Context: an optimization exercise on an open-source flow, tuned for small area and a short achievable clock period. The choices shown serve that exercise and are no tape-out recipe.
Function was checked by simulation only, so behaviour that the tests miss may differ from the original.
No activity file was given, so power comes from the tool's default toggle rates.

Design ALU_TOP, start of the top module:
module ALU_TOP (
input wire signed [15:0] A,
input wire signed [15:0] B,
input wire [3:0] ALU_FUNC,
input wire CLK,
input wire RST,
output reg signed [31:0] Arith_OUT,
output reg [15:0] Logic_OUT,
output reg [1:0] CMP_OUT,
output reg [16:0] SHIFT_OUT,
output reg Arith_Flag, Logic_Flag, CMP_Flag, SHIFT_Flag
	);
Size: about 1900 cells after synthesis, ~71 flip-flops, ~110 I/O pins, about 15000 um2 of cells after synthesis.
==> flow/config.mk <==
export PLATFORM = sky130hd
export DESIGN_NAME = ALU_TOP
export DESIGN_NICKNAME = ALU_TOP
export VERILOG_FILES = /design/flow/design.v
export SDC_FILE = /design/flow/constraint.sdc
export NUM_CORES = 4
export LEC_CHECK = 0
export ABC_AREA = 1
export CAP_MARGIN = 20
export CORE_MARGIN = 2
export CORE_UTILIZATION = 40
export SLEW_MARGIN = 20
==> flow/constraint.sdc <==
create_clock -name core_clock -period 95.0 [get_ports {CLK}]
set_input_delay 19.0000 -clock core_clock [delete_from_list [all_inputs] [get_ports {CLK}]]
set_output_delay 19.0000 -clock core_clock [all_outputs]
set_load 0.01 [all_outputs]
standard.sh (not shown) runs the stock make flow with config.mk's settings and CLKGATE_MAP_FILE= SYNTH_SCRIPT=/design/flow/synth_recipe.tcl, a recipe that flattens the netlist after the stock synthesis.
==> flow/flow/run.sh <==
#!/bin/bash
# The standard layout (standard.sh) with three changes:
#  - synthesis is the standard synthesis with ABC's mapping script replaced by
#    flow/abc.script (flow/synth.tcl); the registers are the standard synthesis's;
#  - every port is buffered by the smallest buffer cell instead of the one buffer_ports
#    picks by default;
#  - repair_timing aims for 49 ns of setup slack (SETUP_SLACK_MARGIN) instead of 0, so the
#    resizer upsizes the critical path; the clock and constraints stay the design's.
# Each tool's output lands in the ORFS logs under orfs/logs/; make's own output goes to
# standard_flow.log in this folder.
set -euo pipefail
bash standard.sh "SYNTH_SCRIPT=$PWD/flow/synth.tcl" \
  "BUFFER_PORTS_ARGS=-buffer_cell sky130_fd_sc_hd__buf_1" \
  SETUP_SLACK_MARGIN=49 finish > standard_flow.log 2>&1
==> flow/flow/abc.script <==
strash
dch
map -a
topo
stime -c
==> flow/flow/synth.tcl <==
# The standard synthesis (synth_recipe.tcl in the work folder), with ABC's mapping script
# replaced by flow/abc.script. Only the combinational mapping changes; the registers are the
# standard synthesis's.
set my_flow_dir [file dirname [file normalize [info script]]]
proc abc {args} {
  set i [lsearch -exact $args -script]
  if {$i >= 0} { lset args [expr {$i + 1}] [file join $::my_flow_dir abc.script] }
  yosys abc {*}$args
}
source [file join [file dirname $my_flow_dir] synth_recipe.tcl]
The starting point completed with no timing, DRC or antenna violations.
Change:
==> flow/flow/run.sh (replaced) <==
#!/bin/bash
# The standard layout (standard.sh) with two changes:
#  - every port is buffered by the smallest buffer cell instead of the one buffer_ports
#    picks by default;
#  - repair_timing aims for 42 ns of setup slack (SETUP_SLACK_MARGIN) instead of 0, so the
#    resizer upsizes the critical path; the clock and constraints stay the design's.
# Each tool's output lands in the ORFS logs under orfs/logs/; make's own output goes to
# standard_flow.log in this folder.
set -euo pipefail
bash standard.sh "BUFFER_PORTS_ARGS=-buffer_cell sky130_fd_sc_hd__buf_1" \
  SETUP_SLACK_MARGIN=42 finish > standard_flow.log 2>&1
removed: flow/flow/abc.script
removed: flow/flow/synth.tcl
=> Design area is lower by 11%. Die area is higher by 10%. Utilization is lower by 9.8 points. Non-clock buffer count is lower by 199. Total power is lower by 12%. Hold slack gets better by 23 ps. Global-route usage is lower by 2.1 points. Maximum frequency is lower by 9.2%. Setup slack gets worse by 4600 ps. Routed wire length is lower by 2.1%.

* * *

Starting RTL as in the previous note.
==> flow/config.mk <==
export PLATFORM = sky130hd
export DESIGN_NAME = ALU_TOP
export DESIGN_NICKNAME = ALU_TOP
export VERILOG_FILES = /design/flow/design.v
export SDC_FILE = /design/flow/constraint.sdc
export NUM_CORES = 4
export LEC_CHECK = 0
export CAP_MARGIN = 20
export CORE_MARGIN = 2
export CORE_UTILIZATION = 40
export SLEW_MARGIN = 20
==> flow/constraint.sdc <==
create_clock -name core_clock -period 95.0 [get_ports {CLK}]
set_input_delay 19.0000 -clock core_clock [delete_from_list [all_inputs] [get_ports {CLK}]]
set_output_delay 19.0000 -clock core_clock [all_outputs]
set_load 0.01 [all_outputs]
==> flow/flow/run.sh <==
#!/bin/bash
# The standard layout (standard.sh), with every port buffered by the smallest buffer cell
# instead of the one buffer_ports picks by default. Each tool's output lands in the ORFS logs
# under orfs/logs/; make's own output goes to standard_flow.log in this folder.
set -euo pipefail
bash standard.sh "BUFFER_PORTS_ARGS=-buffer_cell sky130_fd_sc_hd__buf_1" finish > standard_flow.log 2>&1
The starting point produced a clean layout.
Change:
==> flow/flow/run.sh (replaced) <==
#!/bin/bash
# The standard layout (standard.sh) with three changes:
#  - synthesis is the standard synthesis with ABC's mapping script replaced by
#    flow/abc.script (flow/synth.tcl); the registers are the standard synthesis's;
#  - every port is buffered by the smallest buffer cell instead of the one buffer_ports
#    picks by default;
#  - repair_timing aims for 44 ns of setup slack (SETUP_SLACK_MARGIN) instead of 0, so the
#    resizer upsizes the critical path; the clock and constraints stay the design's.
# Each tool's output lands in the ORFS logs under orfs/logs/; make's own output goes to
# standard_flow.log in this folder.
set -euo pipefail
bash standard.sh "SYNTH_SCRIPT=$PWD/flow/synth.tcl" \
  "BUFFER_PORTS_ARGS=-buffer_cell sky130_fd_sc_hd__buf_1" \
  SETUP_SLACK_MARGIN=44 finish > standard_flow.log 2>&1
==> flow/flow/abc.script (new file) <==
strash
dch
map -a
topo
stime -c
buffer -c
==> flow/flow/synth.tcl (new file) <==
# The standard synthesis (synth_recipe.tcl in the work folder), with ABC's mapping script
# replaced by flow/abc.script. Only the combinational mapping changes; the registers are the
# standard synthesis's.
set my_flow_dir [file dirname [file normalize [info script]]]
proc abc {args} {
  set i [lsearch -exact $args -script]
  if {$i >= 0} { lset args [expr {$i + 1}] [file join $::my_flow_dir abc.script] }
  yosys abc {*}$args
}
source [file join [file dirname $my_flow_dir] synth_recipe.tcl]
- ABC_AREA: unset -> 1
Outcome:
- The new run passed the timing, design-rule and antenna checks
- utilization goes down by 0.41 points
- sequential share of layout area goes up by 1.5 points
- clock power increases by a little under a tenth
- critical path depth went up by 66
- wire length shrinks by a quarter to a third
- synthesized cell count drops by about a fifth
- worst setup slack improves by 4.6 ns
- combinational power shrinks by roughly a tenth
- total power went down by a few percent

==> what the ideal ports hide <==
Ports are ideal in the flow. The routed layouts listed here were re-timed in OpenROAD. Step 1: set_driving_cell puts a clkbuf_16 on CLK and a buf_2 on each other input, an assumption about the parent block. Step 2 adds t to the input delays and takes it off the output delays; t is the mean of the earliest and latest rising clock arrival at the registers after step 1. Input paths then give back, and output paths get back, about the clock's delay inside the block. Slacks: ideal ports / drivers / drivers and shift; pairs: ideal ports / drivers.
run	shift t [ns]	slack for setup (ns)	worst setup path at the end	worst register clock-pin slew, ns	cell pins on the clock port's net
the first run of note 1	0.396	49.762 / 49.753 / 49.357	input to register	0.07 / 0.07	1
the second run of note 1	0.421	45.169 / 45.196 / 44.774	input to register	0.08 / 0.08	1
the first run of note 2	0.414	42.200 / 42.215 / 41.801	input to register	0.08 / 0.08	1
the second run of note 2	0.399	46.775 / 46.795 / 46.396	input to register	0.07 / 0.07	1
After both steps setup and hold are still met in every run listed. For the first run of note 1, which loses most, drivers alone change the setup slack by -0.009 ns; drivers and shift together by -0.405 ns.
